Background: an optimization exercise with open tools, aiming at small area. Do not read the settings as production practice. The RTL was checked by simulation tests, not by an equivalence proof against the original design.

--- flow/config.mk ---
export PLATFORM = sky130hd
export DESIGN_NAME = Cordic
export DESIGN_NICKNAME = Cordic
export VERILOG_FILES = /design/flow/design.v
export SDC_FILE = /design/flow/constraint.sdc
export NUM_CORES = 4
export LEC_CHECK = 0
export CAP_MARGIN = 20
export CORE_MARGIN = 2
export CORE_UTILIZATION = 40
export CTS_BUF_LIST = sky130_fd_sc_hd__clkbuf_8
export CTS_CLUSTER_DIAMETER = 150
export CTS_CLUSTER_SIZE = 18
export GPL_TIMING_DRIVEN = 0
export SLEW_MARGIN = 20
--- flow/flow/run.sh ---
#!/bin/bash
# Standard layout, except: the port buffers that placement inserts use the smallest
# buffer cell, and the buffers synthesis left in the netlist are removed before global
# placement (placement's repair then buffers only where it needs to).
set -euo pipefail
export BUFFER_PORTS_ARGS="-buffer_cell sky130_fd_sc_hd__buf_1"
export PRE_GLOBAL_PLACE_TCL="$PWD/flow/rmbuf.tcl"
bash standard.sh > standard.log 2>&1
--- flow/standard.sh ---
#!/bin/bash
# synth_recipe.tcl (not shown) runs the flow's synth.tcl, then flattens the netlist and writes it again
# the make line also repeats each setting of config.mk as NAME=value (left out here)
make -C /OpenROAD-flow-scripts/flow DESIGN_CONFIG=/design/flow/config.mk WORK_HOME=/design/flow/orfs CLKGATE_MAP_FILE= SYNTH_SCRIPT=/design/flow/synth_recipe.tcl "${@:-finish}"
--- flow/design.v ---
module CordicMachine #(parameter N = 4, parameter FIRST = 0) (
	input [N-1:0] a,
	input [N-1:0] b,
	input ci,
	output [N-1:0] s,
	output co
);
	wire [N:0] c;
	wire [N-1:0] ls;
	assign c[0] = FIRST ? ci : 1'b0;
	genvar j;
	generate for (j = 0; j < N; j = j + 1) begin : bit_
		assign ls[j] = a[j] ^ b[j] ^ c[j];
		assign c[j+1] = (a[j] & b[j]) | (c[j] & (a[j] ^ b[j]));
	end endgenerate
	generate if (FIRST) begin : rip
		assign s = ls;
		assign co = c[N];
	end else begin : inc
		wire [N:0] p;   
		assign p[0] = 1'b1;
		for (j = 0; j < N; j = j + 1) begin : pre
			assign p[j+1] = p[j] & ls[j];
			assign s[j] = ls[j] ^ (ci & p[j]);
		end
		assign co = c[N] | (ci & p[N]);
	end endgenerate
endmodule
module Cordic(
	input clk,
	input [12:0] x_0,
	input [12:0] y_0,
	input [12:0] z_0,
	output [12:0] x_N,
	output [12:0] y_N,
	output [12:0] z_N
);
	wire [12:0] xs0 = x_0, ys0 = y_0;
	wire [12:0] zs0 = z_0;
	wire d0 = zs0[12];   
	wire signed [12:0] xss0 = xs0, yss0 = ys0;
	wire [12:0] xsh0 = xss0 >>> 0, ysh0 = yss0 >>> 0;
	wire [12:0] bx0 = ysh0 ^ {13{~d0}}, by0 = xsh0 ^ {13{d0}};
	wire [12:0] xn0, yn0;
	wire cx0_3;
	CordicMachine #(.N(3), .FIRST(1)) ax0_0 (.a(xs0[2:0]), .b(bx0[2:0]), .ci(~d0), .s(xn0[2:0]), .co(cx0_3));
	wire cx0_6;
	CordicMachine #(.N(3), .FIRST(0)) ax0_1 (.a(xs0[5:3]), .b(bx0[5:3]), .ci(cx0_3), .s(xn0[5:3]), .co(cx0_6));
	wire cx0_9;
	CordicMachine #(.N(3), .FIRST(0)) ax0_2 (.a(xs0[8:6]), .b(bx0[8:6]), .ci(cx0_6), .s(xn0[8:6]), .co(cx0_9));
	wire cx0_13;
	CordicMachine #(.N(4), .FIRST(0)) ax0_3 (.a(xs0[12:9]), .b(bx0[12:9]), .ci(cx0_9), .s(xn0[12:9]), .co(cx0_13));
	wire cy0_3;
	CordicMachine #(.N(3), .FIRST(1)) ay0_0 (.a(ys0[2:0]), .b(by0[2:0]), .ci(d0), .s(yn0[2:0]), .co(cy0_3));
	wire cy0_6;
	CordicMachine #(.N(3), .FIRST(0)) ay0_1 (.a(ys0[5:3]), .b(by0[5:3]), .ci(cy0_3), .s(yn0[5:3]), .co(cy0_6));
	wire cy0_9;
	CordicMachine #(.N(3), .FIRST(0)) ay0_2 (.a(ys0[8:6]), .b(by0[8:6]), .ci(cy0_6), .s(yn0[8:6]), .co(cy0_9));
	wire cy0_13;
	CordicMachine #(.N(4), .FIRST(0)) ay0_3 (.a(ys0[12:9]), .b(by0[12:9]), .ci(cy0_9), .s(yn0[12:9]), .co(cy0_13));
	wire [12:0] zf0;
	wire [12:0] za0 = {~d0, d0, ~d0, d0, d0, ~d0, 1'b1, 1'b0, 1'b0, 1'b0, 1'b0, 1'b0, 1'b0};   
	assign zf0[5:0] = zs0[5:0];
	wire cz0_11;
	CordicMachine #(.N(5), .FIRST(1)) az0_0 (.a(zs0[10:6]), .b(za0[10:6]), .ci(1'b0), .s(zf0[10:6]), .co(cz0_11));
	wire cz0_13;
	CordicMachine #(.N(2), .FIRST(0)) az0_1 (.a(zs0[12:11]), .b(za0[12:11]), .ci(cz0_11), .s(zf0[12:11]), .co(cz0_13));
	localparam [12:0] IM1 = 13'd4, JM1 = 13'd4;   
	localparam [12:0] KM1 = 13'd1600;
	reg [12:0] xr1; reg [12:1] yr1; reg [12:0] zr1;
	always @(posedge clk) begin xr1 <= xn0 ^ IM1; yr1 <= yn0[12:1] ^ JM1[12:1]; zr1 <= zf0[12:0] ^ KM1; end
	wire [12:0] xs1 = xr1 ^ IM1, ys1 = {yr1 ^ JM1[12:1], xs1[0]};   
	wire [12:0] zs1 = zr1 ^ KM1;
	wire d1 = zs1[12];   
	wire signed [12:0] xss1 = xs1, yss1 = ys1;
	wire [12:0] xsh1 = xss1 >>> 1, ysh1 = yss1 >>> 1;
	wire [12:0] bx1 = ysh1 ^ {13{~d1}}, by1 = xsh1 ^ {13{d1}};
	wire [12:0] xn1, yn1;
	wire cx1_4;
	CordicMachine #(.N(4), .FIRST(1)) ax1_0 (.a(xs1[3:0]), .b(bx1[3:0]), .ci(~d1), .s(xn1[3:0]), .co(cx1_4));
	wire cx1_8;
	CordicMachine #(.N(4), .FIRST(0)) ax1_1 (.a(xs1[7:4]), .b(bx1[7:4]), .ci(cx1_4), .s(xn1[7:4]), .co(cx1_8));
	wire cx1_13;
	CordicMachine #(.N(5), .FIRST(0)) ax1_2 (.a(xs1[12:8]), .b(bx1[12:8]), .ci(cx1_8), .s(xn1[12:8]), .co(cx1_13));
	wire cy1_4;
	CordicMachine #(.N(4), .FIRST(1)) ay1_0 (.a(ys1[3:0]), .b(by1[3:0]), .ci(d1), .s(yn1[3:0]), .co(cy1_4));
	wire cy1_8;
	CordicMachine #(.N(4), .FIRST(0)) ay1_1 (.a(ys1[7:4]), .b(by1[7:4]), .ci(cy1_4), .s(yn1[7:4]), .co(cy1_8));
	wire cy1_13;
	CordicMachine #(.N(5), .FIRST(0)) ay1_2 (.a(ys1[12:8]), .b(by1[12:8]), .ci(cy1_8), .s(yn1[12:8]), .co(cy1_13));
	wire [11:0] zf1;
	wire [11:0] za1 = {~d1, d1, d1, ~d1, d1, ~d1, d1, ~d1, ~d1, 1'b1, 1'b0, 1'b0};   
	assign zf1[1:0] = zs1[1:0];
	wire cz1_7;
	CordicMachine #(.N(5), .FIRST(1)) az1_0 (.a(zs1[6:2]), .b(za1[6:2]), .ci(1'b0), .s(zf1[6:2]), .co(cz1_7));
	wire cz1_12;
	CordicMachine #(.N(5), .FIRST(0)) az1_1 (.a(zs1[11:7]), .b(za1[11:7]), .ci(cz1_7), .s(zf1[11:7]), .co(cz1_12));
	localparam [12:0] IM2 = 13'd12, JM2 = 13'd12;   
	localparam [11:0] KM2 = 12'd20;
	reg [12:0] xr2, yr2; reg [11:0] zr2;
	always @(posedge clk) begin xr2 <= xn1 ^ IM2; yr2 <= yn1 ^ JM2; zr2 <= zf1[11:0] ^ KM2; end
	wire [12:0] xs2 = xr2 ^ IM2, ys2 = yr2 ^ JM2;
	wire [11:0] zs2 = zr2 ^ KM2;
	wire d2 = zs2[11];   
	wire signed [12:0] xss2 = xs2, yss2 = ys2;
	wire [12:0] xsh2 = xss2 >>> 2, ysh2 = yss2 >>> 2;
	wire [12:0] bx2 = ysh2 ^ {13{~d2}}, by2 = xsh2 ^ {13{d2}};
	wire [12:0] xn2, yn2;
	wire cx2_4;
	CordicMachine #(.N(4), .FIRST(1)) ax2_0 (.a(xs2[3:0]), .b(bx2[3:0]), .ci(~d2), .s(xn2[3:0]), .co(cx2_4));
	wire cx2_8;
	CordicMachine #(.N(4), .FIRST(0)) ax2_1 (.a(xs2[7:4]), .b(bx2[7:4]), .ci(cx2_4), .s(xn2[7:4]), .co(cx2_8));
	wire cx2_13;
	CordicMachine #(.N(5), .FIRST(0)) ax2_2 (.a(xs2[12:8]), .b(bx2[12:8]), .ci(cx2_8), .s(xn2[12:8]), .co(cx2_13));
	wire cy2_4;
	CordicMachine #(.N(4), .FIRST(1)) ay2_0 (.a(ys2[3:0]), .b(by2[3:0]), .ci(d2), .s(yn2[3:0]), .co(cy2_4));
	wire cy2_8;
	CordicMachine #(.N(4), .FIRST(0)) ay2_1 (.a(ys2[7:4]), .b(by2[7:4]), .ci(cy2_4), .s(yn2[7:4]), .co(cy2_8));
	wire cy2_13;
	CordicMachine #(.N(5), .FIRST(0)) ay2_2 (.a(ys2[12:8]), .b(by2[12:8]), .ci(cy2_8), .s(yn2[12:8]), .co(cy2_13));
	wire [10:0] zf2;
	wire [10:0] za2 = {~d2, d2, d2, d2, ~d2, ~d2, ~d2, ~d2, ~d2, 1'b1, 1'b0};   
	assign zf2[0:0] = zs2[0:0];
	wire cz2_6;
	CordicMachine #(.N(5), .FIRST(1)) az2_0 (.a(zs2[5:1]), .b(za2[5:1]), .ci(1'b0), .s(zf2[5:1]), .co(cz2_6));
	wire cz2_11;
	CordicMachine #(.N(5), .FIRST(0)) az2_1 (.a(zs2[10:6]), .b(za2[10:6]), .ci(cz2_6), .s(zf2[10:6]), .co(cz2_11));
	localparam [12:0] IM3 = 13'd12, JM3 = 13'd12;   
	localparam [10:0] KM3 = 11'd56;
	reg [12:0] xr3, yr3; reg [10:0] zr3;
	always @(posedge clk) begin xr3 <= xn2 ^ IM3; yr3 <= yn2 ^ JM3; zr3 <= zf2[10:0] ^ KM3; end
	wire [12:0] xs3 = xr3 ^ IM3, ys3 = yr3 ^ JM3;
	wire [10:0] zs3 = zr3 ^ KM3;
	wire d3 = zs3[10];   
	wire signed [12:0] xss3 = xs3, yss3 = ys3;
	wire [12:0] xsh3 = xss3 >>> 3, ysh3 = yss3 >>> 3;
	wire [12:0] bx3 = ysh3 ^ {13{~d3}}, by3 = xsh3 ^ {13{d3}};
	wire [12:0] xn3, yn3;
	wire cx3_4;
	CordicMachine #(.N(4), .FIRST(1)) ax3_0 (.a(xs3[3:0]), .b(bx3[3:0]), .ci(~d3), .s(xn3[3:0]), .co(cx3_4));
	wire cx3_8;
	CordicMachine #(.N(4), .FIRST(0)) ax3_1 (.a(xs3[7:4]), .b(bx3[7:4]), .ci(cx3_4), .s(xn3[7:4]), .co(cx3_8));
	wire cx3_13;
	CordicMachine #(.N(5), .FIRST(0)) ax3_2 (.a(xs3[12:8]), .b(bx3[12:8]), .ci(cx3_8), .s(xn3[12:8]), .co(cx3_13));
	wire cy3_4;
	CordicMachine #(.N(4), .FIRST(1)) ay3_0 (.a(ys3[3:0]), .b(by3[3:0]), .ci(d3), .s(yn3[3:0]), .co(cy3_4));
	wire cy3_8;
	CordicMachine #(.N(4), .FIRST(0)) ay3_1 (.a(ys3[7:4]), .b(by3[7:4]), .ci(cy3_4), .s(yn3[7:4]), .co(cy3_8));
	wire cy3_13;
	CordicMachine #(.N(5), .FIRST(0)) ay3_2 (.a(ys3[12:8]), .b(by3[12:8]), .ci(cy3_8), .s(yn3[12:8]), .co(cy3_13));
	wire [9:0] zf3;
	wire [9:0] za3 = {~d3, d3, d3, d3, ~d3, ~d3, 1'b1, 1'b0, 1'b0, 1'b0};   
	assign zf3[2:0] = zs3[2:0];
	wire cz3_8;
	CordicMachine #(.N(5), .FIRST(1)) az3_0 (.a(zs3[7:3]), .b(za3[7:3]), .ci(1'b0), .s(zf3[7:3]), .co(cz3_8));
	wire cz3_10;
	CordicMachine #(.N(2), .FIRST(0)) az3_1 (.a(zs3[9:8]), .b(za3[9:8]), .ci(cz3_8), .s(zf3[9:8]), .co(cz3_10));
	localparam [12:0] IM4 = 13'd12, JM4 = 13'd12;   
	localparam [9:0] KM4 = 10'd16;
	reg [12:0] xr4, yr4; reg [9:0] zr4;
	always @(posedge clk) begin xr4 <= xn3 ^ IM4; yr4 <= yn3 ^ JM4; zr4 <= zf3[9:0] ^ KM4; end
	wire [12:0] xs4 = xr4 ^ IM4, ys4 = yr4 ^ JM4;
	wire [9:0] zs4 = zr4 ^ KM4;
	wire d4 = zs4[9];   
	wire signed [12:0] xss4 = xs4, yss4 = ys4;
	wire [12:0] xsh4 = xss4 >>> 4, ysh4 = yss4 >>> 4;
	wire [12:0] bx4 = ysh4 ^ {13{~d4}}, by4 = xsh4 ^ {13{d4}};
	wire [12:0] xn4, yn4;
	wire cx4_4;
	CordicMachine #(.N(4), .FIRST(1)) ax4_0 (.a(xs4[3:0]), .b(bx4[3:0]), .ci(~d4), .s(xn4[3:0]), .co(cx4_4));
	wire cx4_8;
	CordicMachine #(.N(4), .FIRST(0)) ax4_1 (.a(xs4[7:4]), .b(bx4[7:4]), .ci(cx4_4), .s(xn4[7:4]), .co(cx4_8));
	wire cx4_13;
	CordicMachine #(.N(5), .FIRST(0)) ax4_2 (.a(xs4[12:8]), .b(bx4[12:8]), .ci(cx4_8), .s(xn4[12:8]), .co(cx4_13));
	wire cy4_4;
	CordicMachine #(.N(4), .FIRST(1)) ay4_0 (.a(ys4[3:0]), .b(by4[3:0]), .ci(d4), .s(yn4[3:0]), .co(cy4_4));
	wire cy4_8;
	CordicMachine #(.N(4), .FIRST(0)) ay4_1 (.a(ys4[7:4]), .b(by4[7:4]), .ci(cy4_4), .s(yn4[7:4]), .co(cy4_8));
	wire cy4_13;
	CordicMachine #(.N(5), .FIRST(0)) ay4_2 (.a(ys4[12:8]), .b(by4[12:8]), .ci(cy4_8), .s(yn4[12:8]), .co(cy4_13));
	wire [8:0] zf4;
	wire [8:0] za4 = {~d4, d4, d4, d4, ~d4, ~d4, 1'b1, 1'b0, 1'b0};   
	assign zf4[1:0] = zs4[1:0];
	wire cz4_7;
	CordicMachine #(.N(5), .FIRST(1)) az4_0 (.a(zs4[6:2]), .b(za4[6:2]), .ci(1'b0), .s(zf4[6:2]), .co(cz4_7));
	wire cz4_9;
	CordicMachine #(.N(2), .FIRST(0)) az4_1 (.a(zs4[8:7]), .b(za4[8:7]), .ci(cz4_7), .s(zf4[8:7]), .co(cz4_9));
	localparam [12:0] IM5 = 13'd12, JM5 = 13'd12;   
	localparam [8:0] KM5 = 9'd0;
	reg [12:0] xr5, yr5; reg [8:0] zr5;
	always @(posedge clk) begin xr5 <= xn4 ^ IM5; yr5 <= yn4 ^ JM5; zr5 <= zf4[8:0] ^ KM5; end
	wire [12:0] xs5 = xr5 ^ IM5, ys5 = yr5 ^ JM5;
	wire [8:0] zs5 = zr5 ^ KM5;
	wire d5 = zs5[8];   
	wire signed [12:0] xss5 = xs5, yss5 = ys5;
	wire [12:0] xsh5 = xss5 >>> 5, ysh5 = yss5 >>> 5;
	wire [12:0] bx5 = ysh5 ^ {13{~d5}}, by5 = xsh5 ^ {13{d5}};
	wire [12:0] xn5, yn5;
	wire cx5_4;
	CordicMachine #(.N(4), .FIRST(1)) ax5_0 (.a(xs5[3:0]), .b(bx5[3:0]), .ci(~d5), .s(xn5[3:0]), .co(cx5_4));
	wire cx5_8;
	CordicMachine #(.N(4), .FIRST(0)) ax5_1 (.a(xs5[7:4]), .b(bx5[7:4]), .ci(cx5_4), .s(xn5[7:4]), .co(cx5_8));
	wire cx5_13;
	CordicMachine #(.N(5), .FIRST(0)) ax5_2 (.a(xs5[12:8]), .b(bx5[12:8]), .ci(cx5_8), .s(xn5[12:8]), .co(cx5_13));
	wire cy5_4;
	CordicMachine #(.N(4), .FIRST(1)) ay5_0 (.a(ys5[3:0]), .b(by5[3:0]), .ci(d5), .s(yn5[3:0]), .co(cy5_4));
	wire cy5_8;
	CordicMachine #(.N(4), .FIRST(0)) ay5_1 (.a(ys5[7:4]), .b(by5[7:4]), .ci(cy5_4), .s(yn5[7:4]), .co(cy5_8));
	wire cy5_13;
	CordicMachine #(.N(5), .FIRST(0)) ay5_2 (.a(ys5[12:8]), .b(by5[12:8]), .ci(cy5_8), .s(yn5[12:8]), .co(cy5_13));
	wire [7:0] zf5;
	wire [7:0] za5 = {~d5, d5, d5, d5, ~d5, ~d5, 1'b1, 1'b0};   
	assign zf5[0:0] = zs5[0:0];
	wire cz5_6;
	CordicMachine #(.N(5), .FIRST(1)) az5_0 (.a(zs5[5:1]), .b(za5[5:1]), .ci(1'b0), .s(zf5[5:1]), .co(cz5_6));
	wire cz5_8;
	CordicMachine #(.N(2), .FIRST(0)) az5_1 (.a(zs5[7:6]), .b(za5[7:6]), .ci(cz5_6), .s(zf5[7:6]), .co(cz5_8));
	localparam [12:0] IM6 = 13'd12, JM6 = 13'd12;   
	localparam [7:0] KM6 = 8'd0;
	reg [12:0] xr6, yr6; reg [7:0] zr6;
	always @(posedge clk) begin xr6 <= xn5 ^ IM6; yr6 <= yn5 ^ JM6; zr6 <= zf5[7:0] ^ KM6; end
	wire [12:0] xs6 = xr6 ^ IM6, ys6 = yr6 ^ JM6;
	wire [7:0] zs6 = zr6 ^ KM6;
	wire d6 = zs6[7];   
	wire signed [12:0] xss6 = xs6, yss6 = ys6;
	wire [12:0] xsh6 = xss6 >>> 6, ysh6 = yss6 >>> 6;
	wire [12:0] bx6 = ysh6 ^ {13{~d6}}, by6 = xsh6 ^ {13{d6}};
	wire [12:0] xn6, yn6;
	wire cx6_4;
	CordicMachine #(.N(4), .FIRST(1)) ax6_0 (.a(xs6[3:0]), .b(bx6[3:0]), .ci(~d6), .s(xn6[3:0]), .co(cx6_4));
	wire cx6_8;
	CordicMachine #(.N(4), .FIRST(0)) ax6_1 (.a(xs6[7:4]), .b(bx6[7:4]), .ci(cx6_4), .s(xn6[7:4]), .co(cx6_8));
	wire cx6_13;
	CordicMachine #(.N(5), .FIRST(0)) ax6_2 (.a(xs6[12:8]), .b(bx6[12:8]), .ci(cx6_8), .s(xn6[12:8]), .co(cx6_13));
	wire cy6_4;
	CordicMachine #(.N(4), .FIRST(1)) ay6_0 (.a(ys6[3:0]), .b(by6[3:0]), .ci(d6), .s(yn6[3:0]), .co(cy6_4));
	wire cy6_8;
	CordicMachine #(.N(4), .FIRST(0)) ay6_1 (.a(ys6[7:4]), .b(by6[7:4]), .ci(cy6_4), .s(yn6[7:4]), .co(cy6_8));
	wire cy6_13;
	CordicMachine #(.N(5), .FIRST(0)) ay6_2 (.a(ys6[12:8]), .b(by6[12:8]), .ci(cy6_8), .s(yn6[12:8]), .co(cy6_13));
	wire [6:0] zf6;
	wire [6:0] za6 = {~d6, d6, d6, d6, ~d6, ~d6, 1'b1};   
	wire cz6_5;
	CordicMachine #(.N(5), .FIRST(1)) az6_0 (.a(zs6[4:0]), .b(za6[4:0]), .ci(1'b0), .s(zf6[4:0]), .co(cz6_5));
	wire cz6_7;
	CordicMachine #(.N(2), .FIRST(0)) az6_1 (.a(zs6[6:5]), .b(za6[6:5]), .ci(cz6_5), .s(zf6[6:5]), .co(cz6_7));
	localparam [12:0] IM7 = 13'd12, JM7 = 13'd12;   
	localparam [6:0] KM7 = 7'd4;
	reg [12:0] xr7, yr7; reg [6:0] zr7;
	always @(posedge clk) begin xr7 <= xn6 ^ IM7; yr7 <= yn6 ^ JM7; zr7 <= zf6[6:0] ^ KM7; end
	wire [12:0] xs7 = xr7 ^ IM7, ys7 = yr7 ^ JM7;
	wire [6:0] zs7 = zr7 ^ KM7;
	wire d7 = zs7[6];   
	wire signed [12:0] xss7 = xs7, yss7 = ys7;
	wire [12:0] xsh7 = xss7 >>> 7, ysh7 = yss7 >>> 7;
	wire [12:0] bx7 = ysh7 ^ {13{~d7}}, by7 = xsh7 ^ {13{d7}};
	wire [12:0] xn7, yn7;
	wire cx7_4;
	CordicMachine #(.N(4), .FIRST(1)) ax7_0 (.a(xs7[3:0]), .b(bx7[3:0]), .ci(~d7), .s(xn7[3:0]), .co(cx7_4));
	wire cx7_8;
	CordicMachine #(.N(4), .FIRST(0)) ax7_1 (.a(xs7[7:4]), .b(bx7[7:4]), .ci(cx7_4), .s(xn7[7:4]), .co(cx7_8));
	wire cx7_13;
	CordicMachine #(.N(5), .FIRST(0)) ax7_2 (.a(xs7[12:8]), .b(bx7[12:8]), .ci(cx7_8), .s(xn7[12:8]), .co(cx7_13));
	wire cy7_4;
	CordicMachine #(.N(4), .FIRST(1)) ay7_0 (.a(ys7[3:0]), .b(by7[3:0]), .ci(d7), .s(yn7[3:0]), .co(cy7_4));
	wire cy7_8;
	CordicMachine #(.N(4), .FIRST(0)) ay7_1 (.a(ys7[7:4]), .b(by7[7:4]), .ci(cy7_4), .s(yn7[7:4]), .co(cy7_8));
	wire cy7_13;
	CordicMachine #(.N(5), .FIRST(0)) ay7_2 (.a(ys7[12:8]), .b(by7[12:8]), .ci(cy7_8), .s(yn7[12:8]), .co(cy7_13));
	wire [5:0] zf7;
	wire [5:0] za7 = {~d7, d7, d7, 1'b1, 1'b0, 1'b0};   
	assign zf7[1:0] = zs7[1:0];
	wire cz7_6;
	CordicMachine #(.N(4), .FIRST(1)) az7_0 (.a(zs7[5:2]), .b(za7[5:2]), .ci(1'b0), .s(zf7[5:2]), .co(cz7_6));
	localparam [12:0] IM8 = 13'd12, JM8 = 13'd12;   
	localparam [5:0] KM8 = 6'd4;
	reg [12:0] xr8, yr8; reg [5:0] zr8;
	always @(posedge clk) begin xr8 <= xn7 ^ IM8; yr8 <= yn7 ^ JM8; zr8 <= zf7[5:0] ^ KM8; end
	wire [12:0] xs8 = xr8 ^ IM8, ys8 = yr8 ^ JM8;
	wire [5:0] zs8 = zr8 ^ KM8;
	wire d8 = zs8[5];   
	wire signed [12:0] xss8 = xs8, yss8 = ys8;
	wire [12:0] xsh8 = xss8 >>> 8, ysh8 = yss8 >>> 8;
	wire [12:0] bx8 = ysh8 ^ {13{~d8}}, by8 = xsh8 ^ {13{d8}};
	wire [12:0] xn8, yn8;
	wire cx8_4;
	CordicMachine #(.N(4), .FIRST(1)) ax8_0 (.a(xs8[3:0]), .b(bx8[3:0]), .ci(~d8), .s(xn8[3:0]), .co(cx8_4));
	wire cx8_8;
	CordicMachine #(.N(4), .FIRST(0)) ax8_1 (.a(xs8[7:4]), .b(bx8[7:4]), .ci(cx8_4), .s(xn8[7:4]), .co(cx8_8));
	wire cx8_13;
	CordicMachine #(.N(5), .FIRST(0)) ax8_2 (.a(xs8[12:8]), .b(bx8[12:8]), .ci(cx8_8), .s(xn8[12:8]), .co(cx8_13));
	wire cy8_4;
	CordicMachine #(.N(4), .FIRST(1)) ay8_0 (.a(ys8[3:0]), .b(by8[3:0]), .ci(d8), .s(yn8[3:0]), .co(cy8_4));
	wire cy8_8;
	CordicMachine #(.N(4), .FIRST(0)) ay8_1 (.a(ys8[7:4]), .b(by8[7:4]), .ci(cy8_4), .s(yn8[7:4]), .co(cy8_8));
	wire cy8_13;
	CordicMachine #(.N(5), .FIRST(0)) ay8_2 (.a(ys8[12:8]), .b(by8[12:8]), .ci(cy8_8), .s(yn8[12:8]), .co(cy8_13));
	wire [4:0] zf8;
	wire [4:0] za8 = {~d8, d8, d8, 1'b1, 1'b0};   
	assign zf8[0:0] = zs8[0:0];
	wire cz8_5;
	CordicMachine #(.N(4), .FIRST(1)) az8_0 (.a(zs8[4:1]), .b(za8[4:1]), .ci(1'b0), .s(zf8[4:1]), .co(cz8_5));
	localparam [12:0] IM9 = 13'd12, JM9 = 13'd12;   
	localparam [4:0] KM9 = 5'd2;
	reg [12:0] xr9, yr9; reg [4:0] zr9;
	always @(posedge clk) begin xr9 <= xn8 ^ IM9; yr9 <= yn8 ^ JM9; zr9 <= zf8[4:0] ^ KM9; end
	wire [12:0] xs9 = xr9 ^ IM9, ys9 = yr9 ^ JM9;
	wire [4:0] zs9 = zr9 ^ KM9;
	wire d9 = zs9[4];   
	wire signed [12:0] xss9 = xs9, yss9 = ys9;
	wire [12:0] xsh9 = xss9 >>> 9, ysh9 = yss9 >>> 9;
	wire [12:0] bx9 = ysh9 ^ {13{~d9}}, by9 = xsh9 ^ {13{d9}};
	wire [12:0] xn9, yn9;
	wire cx9_4;
	CordicMachine #(.N(4), .FIRST(1)) ax9_0 (.a(xs9[3:0]), .b(bx9[3:0]), .ci(~d9), .s(xn9[3:0]), .co(cx9_4));
	wire cx9_8;
	CordicMachine #(.N(4), .FIRST(0)) ax9_1 (.a(xs9[7:4]), .b(bx9[7:4]), .ci(cx9_4), .s(xn9[7:4]), .co(cx9_8));
	wire cx9_13;
	CordicMachine #(.N(5), .FIRST(0)) ax9_2 (.a(xs9[12:8]), .b(bx9[12:8]), .ci(cx9_8), .s(xn9[12:8]), .co(cx9_13));
	wire cy9_4;
	CordicMachine #(.N(4), .FIRST(1)) ay9_0 (.a(ys9[3:0]), .b(by9[3:0]), .ci(d9), .s(yn9[3:0]), .co(cy9_4));
	wire cy9_8;
	CordicMachine #(.N(4), .FIRST(0)) ay9_1 (.a(ys9[7:4]), .b(by9[7:4]), .ci(cy9_4), .s(yn9[7:4]), .co(cy9_8));
	wire cy9_13;
	CordicMachine #(.N(5), .FIRST(0)) ay9_2 (.a(ys9[12:8]), .b(by9[12:8]), .ci(cy9_8), .s(yn9[12:8]), .co(cy9_13));
	wire [3:0] zf9;
	wire [3:0] za9 = {~d9, d9, d9, 1'b1};   
	wire cz9_4;
	CordicMachine #(.N(4), .FIRST(1)) az9_0 (.a(zs9[3:0]), .b(za9[3:0]), .ci(1'b0), .s(zf9[3:0]), .co(cz9_4));
	localparam [12:0] IM10 = 13'd0, JM10 = 13'd0;   
	localparam [3:0] KM10 = 4'd0;
	reg [12:0] xr10, yr10; reg [3:0] zr10;
	always @(posedge clk) begin xr10 <= xn9 ^ IM10; yr10 <= yn9 ^ JM10; zr10 <= zf9[3:0] ^ KM10; end
	wire [12:0] xs10 = xr10 ^ IM10, ys10 = yr10 ^ JM10;
	wire [3:0] zs10 = zr10 ^ KM10;
	assign x_N = xs10;
	assign y_N = ys10;
	assign z_N = {{9{zs10[3]}}, zs10};
endmodule
--- flow/flow/rmbuf.tcl ---
remove_buffers
--- flow/constraint.sdc ---
create_clock -name core_clock -period 3.2 [get_ports {clk}]
set_input_delay 0.6400 -clock core_clock [delete_from_list [all_inputs] [get_ports {clk}]]
set_output_delay 0.6400 -clock core_clock [all_outputs]
set_load 0.01 [all_outputs]
==> impl_metrics.py, run 1 <==
metrics = {
    "outcome": {
        "status": "complete, no violations",
    },
    "cts": {
        "clkSinkCount": 344,
        "cts.clk_slew.worst_paths_ps": 100,
        "holdBufCountCts": 0,
        "tritoncts": "done",
        "cts-htree-levels": 1,
        "ctsLongestPathBuffers": 3,
        "root_buffer": "clkbuf_8",
        "cts_buffers": 23,
        "clk_latency_ps": 570,
    },
    "synth": {
        "synth_top_flop_cell": "dfxtp_1",
        "synthAdderAreaFrac_pct": 31.9,
        "synth_fp_nets": 1731,
        "synth_top_family_by_area": "adder cells",
        "netlist_area_mm2": 0.0175,
        "post_synth.cell_area_avg_um2": 12.7,
        "synth_seq_cells": 344,
        "async_flop_share_pct": 0,
        "yosysSeqAreaShare_pct": 39.3,
        "syn_inst": 1376,
        "synth_simple_gate_area_share_pct": 4.28,
        "yosysWarnings": 1,
        "synth_compound_area_share_pct": 1.06,
        "synth_cell_types": 27,
        "synthMuxAreaShare_pct": 0.507,
        "synth_edf_count": 0,
        "synthXorXnorAreaFrac_pct": 19.0,
    },
    "sta": {
        "post-route-period-util_pct": 95.3,
        "rsz0062_at_grt": "no",
        "min_period_ps": 3050,
        "max_freq_mhz": 328,
        "finalSetupTns_ps": 0,
        "fin_ws_ps": 150,
        "fin_skew_ps": 29.4,
        "drv_slew": 0,
        "fin_hold_ws_ps": 157,
        "setup_viol": 0,
        "slew_headroom_pct": 38.1,
        "hold_viol": 0,
        "tightestPinTransition_ps": 926,
    },
    "critical_path": {
        "cp.required_ps": 3710,
        "reg2reg_slack_ps": 150,
        "crit_chain": "buf_4 -> xor2_1 -> ha_1 -> fa_1 -> fa_1 -> inv_1 -> fa_1 -> o21ai_1 -> ha_1 -> xor2_1",
        "worstSetupPathType": "flip-flop to flip-flop",
        "r2r-start": "zr7[6]$_DFF_P_",
        "r2r_end": "yr8[9]$_DFF_P_",
        "crit_path_start_kind": "flip-flop",
        "worstPathMaxFanout": 10,
        "end_kind": "flip-flop",
        "cp_common_cell": "fa_1",
        "ff2ff_path_depth": 10,
        "cp.arrival_ps": 3560,
        "cpMaxStageDelayCell": "fa_1",
        "critical-path-max-stage-delay_ps": 440,
    },
    "final_layout": {
        "area_growth_pct": 8.65,
        "final_area_mm2": 0.0190,
        "fillers": 3997,
        "layout_common_cells": "dfxtp_1, fa_1, xnor2_1",
        "layout_commonest_cell": "dfxtp_1",
        "diodes": 0,
        "nets": 1827,
        "layout-drive-gt1-share_pct": 6.53,
    },
    "drt": {
        "avgViaCountPerCell": 4.31,
        "route.antenna.remaining_nets": 0,
        "drt_first_iter_violations": 229,
        "drt_pass1_iterations": 4,
        "avgRoutedWirePerCell_um": 12.2,
        "routed_wl_mm": 25.2,
        "num_vias": 8870,
        "remaining_drc_errors": 0,
    },
    "floorplan": {
        "dieHeight_um": 213,
        "start_util_pct": 40.6,
        "die_w_um": 213,
        "io_pins": 79,
        "dieArea_mm2": 0.0455,
        "rows": 76,
        "core-area_mm2": 0.0432,
    },
    "flow_run": {
        "drv_cap": 0,
    },
    "grt": {
        "antenna_found_initial": 0,
        "grt_pass1_wl_mm": 44.0,
        "grt_usage_pct": 12.0,
        "grt_pass1_vias": 9740,
        "grt-ovfl-total": 0,
        "grt_max_degree": 27,
    },
    "worst_hold_path": {
        "holdCritStartpoint": "z_0[0]",
        "hold_path_depth": 1,
        "min_to": "zr1[0]$_DFF_P_",
        "worst_hold_path_type": "input pin to flip-flop",
    },
    "placed_design": {
        "pre_cts_ws_ps": -815,
        "port_buffers": 78,
        "postPlaceCellArea_mm2": 0.0184,
        "place.gp.congestion": 0.739,
        "hpwlAfterDp_mm": 20.4,
    },
}
logic make-up after synthesis:
kind of cell / after synthesis
XOR/XNOR: 367
AO/OA/AOI/OAI: 35
multiplexers: 8
AND/OR/NAND/NOR: 140
adder cells (fa/ha/maj): 315
buffers and inverters: 167
flip-flops: 344
critical path: cells and delay by family (launching register included):
family | cells | cell delay, ps
adders and majority gates | 5 | 1700
buffers and inverters | 2 | 250
AOI/OAI and AO/OA | 1 | 300
DFF | 1 | 420
xor gates and xnor gates | 2 | 310
cell type report:
cell class                      count  area (µm²)  share of cell area (%)
Multi-Input combinational cell    865       10000                    52.6
Sequential cell                   344        6920                    36.4
Tap cell                          585         732                    3.85
Inverter                          138         520                    2.74
Timing Repair Buffer              100         510                    2.68
Clock buffer                       23         317                    1.66
Clock inverter                      1        16.3                  0.0855
worst max-delay path by stage:
stage / endpoint / slack [ps] / start
5_1_grt: yr8[9]$_DFF_P_ / 10 / zr7[6]$_DFF_P_
3_5_place_dp: xr9[12]$_DFF_P_ / -810 / zr8[5]$_DFF_P_
2_1_floorplan: yr10[9]$_DFF_P_ / 7 / zr9[4]$_DFF_P_
6_report: yr8[9]$_DFF_P_ / 150 / zr7[6]$_DFF_P_
4_1_cts: xr9[9]$_DFF_P_ / 30 / zr8[5]$_DFF_P_
3_3_place_gp: xr1[12]$_DFF_P_ / -950 / z_0[12]
per-layer routing:
layer	share of wire [%]	global-route usage (%)	vias up	wire, µm
li1	-	-	4458	-
met1	40	12.7	4306	9970
met2	56	24.2	76	14000
met3	2.8	1.97	30	703
met4	2.0	3.16	0	510
met5	0	0	-	0
stage by stage:
step	utilization (%)	cells
after CTS	43.6	2040
after global routing	44.1	2056
final	44.1	2056
after detailed placement	42.6	2012
after floorplan	-	1376
after global placement	42.6	2010
cell usage after synthesis (9+ instances only):
master      n  area, µm²
dfxtp_1   344       6890
fa_1      219       4380
xnor2_1   191       1670
xor2_1    166       1450
inv_1     128        480
ha_1       96       1200
nand3_1    63        315
o21ai_1    31        155
nand2_1    29        109
and3_1     18        113
buf_2      16       80.1
nand4b_1   14        123
buf_4      13       97.6
inv_2      10       37.5
nand4_1     9       56.3
what timing repair did:
item,in CTS,in global routing
setup buffers,4,16
gates resized for setup,19,11
setup endpoints to repair,90,66
pin swaps,0,3
==> inputs of run 2 (changes only) <==
--- a/flow/config.mk
+++ b/flow/config.mk
@@ -9,7 +9,7 @@
 export CORE_MARGIN = 2
 export CORE_UTILIZATION = 40
 export CTS_BUF_LIST = sky130_fd_sc_hd__clkbuf_8
-export CTS_CLUSTER_DIAMETER = 150
+export CTS_CLUSTER_DIAMETER = 100
 export CTS_CLUSTER_SIZE = 18
 export GPL_TIMING_DRIVEN = 0
 export SLEW_MARGIN = 20
==> run 2 against run 1 <==
  * Fmax rose by 0.11%
  * Synthesized cell count did not move
  * Count of clock-buffer cells in the layout did not move
  * Via count barely moved
  * Die area did not move
  * First-iteration DRC count rose by 12%
==> impl_metrics.py, run 2 <==
metrics = {
    "outcome": {
        "status": "complete, no violations",
    },
    "cts": {
        "cts.clk_slew.worst_paths_ps": 110,
        "root_buffer": "clkbuf_8",
        "holdBufCountCts": 0,
        "clkSinkCount": 344,
        "ctsLongestPathBuffers": 3,
        "cts_buffers": 23,
        "cts-htree-levels": 1,
        "clk_latency_ps": 590,
        "tritoncts": "done",
    },
    "synth": {
        "synth_seq_cells": 344,
        "synth_most_common_cell": "dfxtp_1",
        "synth_largest_area_cell": "dfxtp_1",
        "synthTopCellsByArea": "dfxtp_1, fa_1, xnor2_1, xor2_1, ha_1",
        "post_synth.cell_area_avg_um2": 12.7,
        "synth_edf_count": 0,
        "synth_top_flop_cell": "dfxtp_1",
        "post-synth-top-area-fraction_pct": 39.3,
        "yosysWarnings": 1,
        "syn_inst": 1376,
        "netlist_area_mm2": 0.0175,
        "ys_top_cells_by_count": "dfxtp_1, fa_1, xnor2_1",
        "yosysSeqAreaShare_pct": 39.3,
        "synth_fp_nets": 1731,
        "synth_cell_types": 27,
        "async_flop_share_pct": 0,
    },
    "floorplan": {
        "dieArea_mm2": 0.0455,
        "core-area_mm2": 0.0432,
        "rows": 76,
        "dieHeight_um": 213,
        "start_util_pct": 40.6,
        "die_w_um": 213,
        "io_pins": 79,
    },
    "critical_path": {
        "crit_chain": "buf_4 -> xor2_1 -> ha_1 -> fa_1 -> fa_1 -> inv_1 -> fa_1 -> o21ai_1 -> ha_1 -> xor2_1",
        "crit_family": "adder cells",
        "end_kind": "flip-flop",
        "cpMaxStageDelayCell": "fa_1",
        "cp.depth": 10,
        "path_buf_inv": 2,
        "ff2ff_path_depth": 10,
        "crit_path_start_kind": "flip-flop",
        "cp.arrival_ps": 3550,
        "cp.required_ps": 3710,
        "critical-path-max-stage-delay_ps": 440,
        "cp_common_cell": "fa_1",
        "worstPathMaxFanout": 10,
        "worstSetupPathType": "flip-flop to flip-flop",
    },
    "sta": {
        "max_freq_mhz": 328,
        "slew_headroom_pct": 37.9,
        "setup_viol": 0,
        "fin_skew_ps": 29.4,
        "tightestPinTransition_ps": 928,
        "post-route-period-util_pct": 95.2,
        "drv_slew": 0,
        "min_period_ps": 3050,
        "fin_hold_ws_ps": 145,
        "rsz0062_at_grt": "no",
        "hold_viol": 0,
    },
    "placed_design": {
        "placed_cells": 2012,
        "port_buffers": 78,
        "place.gp.congestion": 0.739,
        "hpwlAfterDp_mm": 20.4,
    },
    "grt": {
        "antenna_found_initial": 0,
        "grtUsageMet2_pct": 24.1,
        "grt_usage_pct": 12.0,
        "grtUsageMet1_pct": 12.7,
        "grt_pass1_vias": 9709,
        "busiest_layer": "met2",
        "grtUsageMet3_pct": 1.99,
        "grt_max_degree": 27,
        "grt-ovfl-total": 0,
        "grt_pass1_wl_mm": 43.9,
    },
    "drt": {
        "route.antenna.remaining_nets": 0,
        "drt_pass1_iterations": 4,
        "num_vias": 8873,
        "avgRoutedWirePerCell_um": 12.2,
        "routed_wl_mm": 25.0,
        "drt_first_iter_violations": 256,
        "avgViaCountPerCell": 4.31,
        "remaining_drc_errors": 0,
    },
    "worst_hold_path": {
        "hold_path_depth": 1,
        "worst_hold_path_type": "input pin to flip-flop",
    },
    "final_layout": {
        "fillers": 4000,
        "nets": 1827,
        "diodes": 0,
        "area_growth_pct": 8.69,
        "layout-drive-gt1-share_pct": 6.59,
        "final_util_pct": 44.1,
        "layout_common_cells": "dfxtp_1, fa_1, xnor2_1",
        "seqCellArea_mm2": 0.00692,
        "multiInputGateArea_mm2": 0.0100,
        "fin_cells": 2057,
        "layout_commonest_cell": "dfxtp_1",
    },
    "flow_run": {
        "drv_cap": 0,
    },
}
run 2: timing repair:
action / in CTS / in global routing
endpoints found under the setup margin: 92 / 68
endpoints found under the hold margin: 0 / 0
gates resized for setup: 19 / 12
setup buffers: 4 / 16
pin swaps: 0 / 3
run 2: metrics by stage:
stage / TNS (ps) / cell area (µm²) / worst slack [ps]
5_1_grt: 0 / 19000 / 9.22
3_5_place_dp: -26780 / 18400 / -815
3_3_place_gp: -71280 / 18400 / -954
2_1_floorplan: 0 / 17500 / 6.54
6_report: 0 / 19000 / 153
4_1_cts: 0 / 18800 / 27.9
run 2: kinds of logic after synthesis:
kind of cell,share of synthesized area [%]
buf+inv,3.97
fa+ha+maj,31.9
compound gates,1.06
mux,0.507
flops,39.3
xor+xnor,19.0
simple gates,4.28
run 2: routing by layer:
layer | vias to the layer above | wire length [µm]
met5 | - | 0
met4 | 0 | 490
met3 | 33 | 730
met2 | 74 | 13900
met1 | 4309 | 9910
li1 | 4457 | -
run 2: layout make-up:
class                      instances  share of cell area, %
clock buffer                      23                   1.66
clock inverter                     2                  0.105
inverter                         138                   2.73
multi-input combinational        865                   52.6
sequential                       344                   36.4
tap                              585                   3.84
timing repair buffer             100                   2.68
run 2: final timing paths:
check	start	end	slack, ps
max	zr7[6]$_DFF_P_	yr8[9]$_DFF_P_	150
min	z_0[1]	zr1[1]$_DFF_P_	150
max reg2reg	zr7[6]$_DFF_P_	yr8[9]$_DFF_P_	150
min reg2reg	zr4[1]$_DFF_P_	zr5[1]$_DFF_P_	340
==> inputs of run 3 (changes only) <==
--- a/flow/config.mk
+++ b/flow/config.mk
@@ -11,5 +11,5 @@
 export CTS_BUF_LIST = sky130_fd_sc_hd__clkbuf_8
 export CTS_CLUSTER_DIAMETER = 100
 export CTS_CLUSTER_SIZE = 18
-export GPL_TIMING_DRIVEN = 0
+export GPL_TIMING_DRIVEN = 1
 export SLEW_MARGIN = 20
==> run 3 against run 2 <==
  * First-iteration DRC count fell by 26%
  * Critical path type unchanged
  * Die area did not move
  * Synthesized area did not move
  * Count of clock-buffer cells in the layout did not move
==> impl_metrics.py, run 3 <==
metrics = {
    "outcome": {
        "status": "complete, no violations",
    },
    "floorplan": {
        "core-area_mm2": 0.0432,
        "io_pins": 79,
        "rows": 76,
        "dieArea_mm2": 0.0455,
        "start_util_pct": 40.6,
        "die_w_um": 213,
        "dieHeight_um": 213,
    },
    "grt": {
        "grt_max_degree": 19,
        "grt_pass1_wl_mm": 45.9,
        "antenna_found_initial": 0,
        "grt_usage_pct": 12.6,
        "grt_pass1_vias": 9959,
        "grt-ovfl-total": 0,
    },
    "critical_path": {
        "worstPathMaxFanout": 9,
        "crit_family": "adder cells",
        "crit_path_start_kind": "flip-flop",
        "cpMaxStageDelayCell": "fa_1",
        "cp.required_ps": 3710,
        "cp.arrival_ps": 3520,
        "r2r-start": "zr8[5]$_DFF_P_",
        "reg2reg_slack_ps": 180,
        "cp_common_cell": "fa_1",
        "path_buf_inv": 3,
        "crit_chain": "buf_4 -> xor2_2 -> buf_4 -> fa_1 -> fa_1 -> inv_1 -> fa_1 -> o21ai_1 -> ha_1 -> xor2_1",
        "ff2ff_path_depth": 10,
        "end_kind": "flip-flop",
        "r2r_end": "yr9[9]$_DFF_P_",
        "worstSetupPathType": "flip-flop to flip-flop",
        "critical-path-max-stage-delay_ps": 450,
    },
    "sta": {
        "finalSetupTns_ps": 0,
        "drv_slew": 0,
        "min_period_ps": 3020,
        "post-route-period-util_pct": 94.2,
        "max_freq_mhz": 332,
        "fin_skew_ps": 13.8,
        "slew_headroom_pct": 58.2,
        "tightestPinTransition_ps": 623,
        "hold_viol": 0,
        "rsz0062_at_grt": "no",
        "setup_viol": 0,
    },
    "cts": {
        "ctsLongestPathBuffers": 3,
        "clkSinkCount": 344,
        "cts_buffers": 23,
        "tritoncts": "done",
        "root_buffer": "clkbuf_8",
        "cts.clk_slew.worst_paths_ps": 100,
        "cts-htree-levels": 1,
        "holdBufCountCts": 0,
        "cts_setup_buffers": 0,
        "clk_latency_ps": 580,
    },
    "synth": {
        "synth_top_flop_cell": "dfxtp_1",
        "synth_cell_types": 27,
        "synth_seq_cells": 344,
        "ys_top_cells_by_count": "dfxtp_1, fa_1, xnor2_1",
        "post_synth.cell_area_avg_um2": 12.7,
        "synth_edf_count": 0,
        "post-synth-top-area-fraction_pct": 39.3,
        "synth_largest_area_cell": "dfxtp_1",
        "synth_most_common_cell": "dfxtp_1",
        "yosysWarnings": 1,
        "async_flop_share_pct": 0,
        "netlist_area_mm2": 0.0175,
        "yosysSeqAreaShare_pct": 39.3,
        "synthTopCellsByArea": "dfxtp_1, fa_1, xnor2_1, xor2_1, ha_1",
        "synth_fp_nets": 1731,
        "syn_inst": 1376,
    },
    "drt": {
        "drt_pass1_iterations": 4,
        "route.antenna.remaining_nets": 0,
        "num_vias": 9029,
        "routed_wl_mm": 26.0,
        "remaining_drc_errors": 0,
        "avgViaCountPerCell": 4.31,
        "drt_first_iter_violations": 189,
        "avgRoutedWirePerCell_um": 12.4,
    },
    "worst_hold_path": {
        "min_to": "zr1[5]$_DFF_P_",
        "hold_path_depth": 1,
        "worst_hold_path_type": "input pin to flip-flop",
        "holdCritStartpoint": "z_0[5]",
    },
    "final_layout": {
        "layout_commonest_cell": "dfxtp_1",
        "nets": 1864,
        "diodes": 0,
        "final_util_pct": 44.5,
        "layout-drive-gt1-share_pct": 8.28,
        "layout_common_cells": "dfxtp_1, fa_1, xnor2_1",
        "area_growth_pct": 9.67,
    },
    "placed_design": {
        "hpwlAfterDp_mm": 22.1,
        "place.gp.congestion": 0.767,
        "port_buffers": 78,
    },
    "flow_run": {
        "drv_cap": 0,
    },
}
## run 3: cell count changes in the layout (fill, tap and decap cells not counted), moves of 4 or more
cell | previous run | this run
dfxtp_1 | 333 | 337
buf_4 | 17 | 58
o21ai_2 | 7 | 3
dfxtp_4 | 9 | 0
dfxtp_2 | 2 | 7
o21ai_1 | 23 | 28
## run 3: worst max path at each step
| stage | start | end | slack, ps | cells after the start |
|---|---|---|---|---|
| after floorplan | zr9[4]$_DFF_P_ | yr10[9]$_DFF_P_ | 7 | 10 |
| after global placement | z_0[12] | xr1[12]$_DFF_P_ | 90 | 9 |
| after detailed placement | zr5[8]$_DFF_P_ | xr6[9]$_DFF_P_ | 60 | 9 |
| after CTS | zr5[8]$_DFF_P_ | xr6[9]$_DFF_P_ | 20 | 9 |
| after global routing | zr1[12]$_DFF_P_ | yr2[9]$_DFF_P_ | 10 | 9 |
| final | zr8[5]$_DFF_P_ | yr9[9]$_DFF_P_ | 180 | 10 |
## run 3: cell families (layout without fill, tap and decap cells)
| kind of cell | count (synthesis) | count (layout) | share of synthesized area (%) |
|---|---|---|---|
| AO/OA/AOI/OAI | 35 | 35 | 1.06 |
| flip-flops | 344 | 344 | 39.3 |
| adder cells (fa/ha/maj) | 315 | 315 | 31.9 |
| buffers and inverters | 167 | 301 | 3.97 |
| multiplexers | 8 | 8 | 0.507 |
| XOR/XNOR | 367 | 367 | 19.0 |
| AND/OR/NAND/NOR | 140 | 140 | 4.28 |
## run 3: timing repair
action                                  4_1_cts  5_1_grt
endpoints found under the setup margin        0       63
hold endpoints to repair                      0        0
resized for setup                             0       13
## run 3: final cells by class
type                            instances  area (µm²)
Clock buffer                           23         317
Clock inverter                          3        23.8
Fill cell                            4031       24000
Inverter                              138         518
Multi-Input combinational cell        865        9970
Sequential cell                       344        6900
Tap cell                              585         732
Timing Repair Buffer                  137         749
## run 3: metal layers
layer	wire length, µm	part of all wire, %	track usage [%]	vias up
met5	0	0	0	-
met4	551	2.1	3.16	0
met3	639	2.5	1.84	29
met2	14300	55	25.2	73
met1	10500	41	13.7	4393
li1	-	-	-	4534
## run 3: per-stage QoR
step,hold WS (ps),std cells,cell area [µm²],worst slack [ps]
4_1_cts,86.4,2095,19200,24.9
6_report,141,2095,19200,184
3_3_place_gp,312,2069,18800,93.3
5_1_grt,92.4,2095,19200,13.3
3_5_place_dp,312,2069,18800,61.6
2_1_floorplan,310,1376,17500,6.54
==> inputs of run 4 (changes only) <==
--- a/flow/config.mk
+++ b/flow/config.mk
@@ -8,8 +8,8 @@
 export CAP_MARGIN = 20
 export CORE_MARGIN = 2
 export CORE_UTILIZATION = 40
-export CTS_BUF_LIST = sky130_fd_sc_hd__clkbuf_8
-export CTS_CLUSTER_DIAMETER = 100
-export CTS_CLUSTER_SIZE = 18
-export GPL_TIMING_DRIVEN = 1
+export CTS_BUF_LIST = sky130_fd_sc_hd__clkbuf_16
+export CTS_CLUSTER_DIAMETER = 80
+export CTS_CLUSTER_SIZE = 28
+export GPL_TIMING_DRIVEN = 0
 export SLEW_MARGIN = 20
==> run 4 against run 3 <==
  * Still clean on timing, DRC and antenna
  * Setup slack got worse by 68 ps
  * Global-route usage decreased by 0.77 points
  * Die area unchanged
  * Synthesized area stayed put
  * Clock skew is 1.6 ps lower
  * Utilization grew 0.28 points
  * Via count is 1.7% lower
  * Critical endpoint is now yr8[9]$_DFF_P_
  * Highest routed layer unchanged
==> impl_metrics.py, run 4 <==
metrics = {
    "placed_design": {
        "hpwlAfterDp_mm": 20.4,
        "place.gp.congestion": 0.739,
        "postPlaceCellArea_mm2": 0.0184,
        "placed_cells": 2012,
        "port_buffers": 78,
        "pre_cts_ws_ps": -815,
    },
    "final_layout": {
        "layout_commonest_cell": "dfxtp_1",
        "fillers": 3981,
        "layout-drive-gt1-share_pct": 6.96,
        "seqCellArea_mm2": 0.00692,
        "multiInputGateArea_mm2": 0.0100,
        "final_area_mm2": 0.0193,
        "fin_cells": 2065,
        "area_growth_pct": 10.4,
        "layout_common_cells": "dfxtp_1, fa_1, xnor2_1",
        "diodes": 0,
        "nets": 1823,
    },
    "drt": {
        "num_vias": 8877,
        "avgViaCountPerCell": 4.30,
        "drt_pass1_iterations": 6,
        "drt_first_iter_violations": 266,
        "avgRoutedWirePerCell_um": 12.1,
        "route.antenna.remaining_nets": 0,
        "routed_wl_mm": 25.0,
        "remaining_drc_errors": 0,
    },
    "synth": {
        "netlist_area_mm2": 0.0175,
        "synth_top_flop_cell": "dfxtp_1",
        "syn_inst": 1376,
        "synth_compound_area_share_pct": 1.06,
        "post-synth-top-area-fraction_pct": 39.3,
        "post_synth.cell_area_avg_um2": 12.7,
        "synth_most_common_cell": "dfxtp_1",
        "async_flop_share_pct": 0,
        "synth_edf_count": 0,
        "ys_top_cells_by_count": "dfxtp_1, fa_1, xnor2_1",
        "yosysSeqAreaShare_pct": 39.3,
        "synthXorXnorAreaFrac_pct": 19.0,
        "synth_seq_cells": 344,
        "synthTopCellsByArea": "dfxtp_1, fa_1, xnor2_1, xor2_1, ha_1",
        "synth_top_family_by_area": "adder cells",
        "synthAdderAreaFrac_pct": 31.9,
        "yosysWarnings": 1,
        "synth_simple_gate_area_share_pct": 4.28,
        "synth_cell_types": 27,
        "synth_largest_area_cell": "dfxtp_1",
        "synthMuxAreaShare_pct": 0.507,
        "synth_fp_nets": 1731,
    },
    "floorplan": {
        "rows": 76,
        "dieHeight_um": 213,
        "dieArea_mm2": 0.0455,
        "io_pins": 79,
        "die_w_um": 213,
        "start_util_pct": 40.6,
        "core-area_mm2": 0.0432,
    },
    "critical_path": {
        "path_buf_inv": 2,
        "end_kind": "flip-flop",
        "cp_common_cell": "fa_1",
        "worstSetupPathType": "flip-flop to flip-flop",
        "worstPathMaxFanout": 10,
        "critical-path-max-stage-delay_ps": 440,
        "cpMaxStageDelayCell": "fa_1",
        "cp.required_ps": 3650,
        "crit_path_start_kind": "flip-flop",
        "crit_chain": "buf_4 -> xor2_1 -> ha_1 -> fa_1 -> fa_1 -> inv_1 -> fa_1 -> o21ai_1 -> ha_1 -> xor2_1",
        "reg2reg_slack_ps": 120,
        "crit_family": "adder cells",
        "cp.arrival_ps": 3540,
    },
    "sta": {
        "drv_slew": 0,
        "fin_ws_ps": 116,
        "min_period_ps": 3080,
        "post-route-period-util_pct": 96.4,
        "finalSetupTns_ps": 0,
        "tightestPinTransition_ps": 778,
        "hold_viol": 0,
        "max_freq_mhz": 324,
        "setup_viol": 0,
        "fin_skew_ps": 12.2,
        "slew_headroom_pct": 47.9,
    },
    "grt": {
        "antenna_found_initial": 0,
        "grt_pass1_vias": 9711,
        "grt-ovfl-total": 0,
        "grt_pass1_wl_mm": 43.7,
        "grt_usage_pct": 11.8,
        "grt_max_degree": 29,
    },
    "cts": {
        "cts-htree-levels": 1,
        "cts.clk_slew.worst_paths_ps": 100,
        "ctsLongestPathBuffers": 3,
        "cts_buffers": 19,
        "tritoncts": "done",
        "root_buffer": "clkbuf_16",
        "clk_latency_ps": 520,
        "clkSinkCount": 344,
    },
    "outcome": {
        "status": "complete, no violations",
    },
    "flow_run": {
        "drv_cap": 0,
    },
    "worst_hold_path": {
        "worst_hold_path_type": "input pin to flip-flop",
    },
}
run 4: changes by cell type in the layout (fill, tap and decap cells not counted), sizes merged:
cell and delta:
clkinv +5, buf -37, clkinvlp -2, clkbuf -4, inv +7, bufinv +1
run 4: worst reg2reg max path: stages (launching register included):
cell     delay (ps)
dfxtp_4         420
buf_4           180
xor2_1          200
ha_1            240
fa_1            420
fa_1            390
inv_1            80
fa_1            440
o21ai_1         300
ha_1            220
xor2_1          120
run 4: cell families after synthesis:
logic type,after synthesis
DFF,344
buffers and inverters,167
muxes,8
AOI/OAI and AO/OA,35
adders and majority gates,315
and+or+nand+nor,140
xor gates and xnor gates,367
run 4: stage by stage:
step	utilization (%)	hold WS, ps
after CTS	44.3	171
after floorplan	-	310
after global placement	42.6	313
after detailed placement	42.6	312
after global routing	44.8	167
final	44.8	201
run 4: worst paths after layout:
| check | from | endpoint | cells after the start |
|---|---|---|---|
| hold reg to reg | zr7[1]$_DFF_P_ | zr8[1]$_DFF_P_ | 0 |
| setup / recovery | zr7[6]$_DFF_P_ | yr8[9]$_DFF_P_ | 10 |
| hold / removal | z_0[1] | zr1[1]$_DFF_P_ | 1 |
| setup reg to reg | zr7[6]$_DFF_P_ | yr8[9]$_DFF_P_ | 10 |
run 4: timing repair:
item,4_1_cts,5_1_grt
setup buffers,4,16
hold buffers,0,0
pin swaps,0,3
endpoints found under the hold margin,0,0
gates cloned,0,0
setup endpoints to repair,91,69
resized for setup,19,11
run 4: layer usage:
layer,vias up,track usage [%],share of wire (%)
met5,-,0,0
li1,4468,-,-
met2,66,24.1,56
met1,4311,12.6,40
met3,32,1.66,2.3
met4,0,2.78,2.0
run 4: layout make-up:
| cell class | count | area share, % |
|---|---|---|
| Clock inverter | 14 | 0.796 |
| Tap cell | 585 | 3.79 |
| Multi-Input combinational cell | 865 | 51.8 |
| Timing Repair Buffer | 100 | 2.65 |
| Inverter | 138 | 2.69 |
| Sequential cell | 344 | 35.8 |
| Clock buffer | 19 | 2.46 |

[what the ideal ports hide]
The results above use ideal ports. As a check the final layouts listed here were re-extracted and re-timed, cells and wires unchanged.
Step 1 sets driving cells, clkbuf_16 on the clock port and buf_2 on the other inputs (assumed; they add their load-dependent delay and slew).
Step 2 also shifts input and output timing later by t, the mid clock arrival at the registers, as if the neighbouring blocks saw the same clock.
Three values: no drivers, after step 1, after step 2; two values: the first two.
run	shift t [ns]	setup slack, ns	worst setup path after step 2
run 1	0.607	0.150 / 0.150 / -0.330	input to register
run 2	0.620	0.153 / 0.153 / -0.317	input to register
run 3	0.623	0.184 / 0.184 / 0.149	input to register
run 4	0.566	0.116 / 0.116 / -0.135	input to register
With both steps, setup timing fails in run 1, run 2 and run 4, where it was met with ideal ports. The setup slack of run 1, which loses most, moves by 0.000 ns with the drivers and by -0.480 ns with both steps.
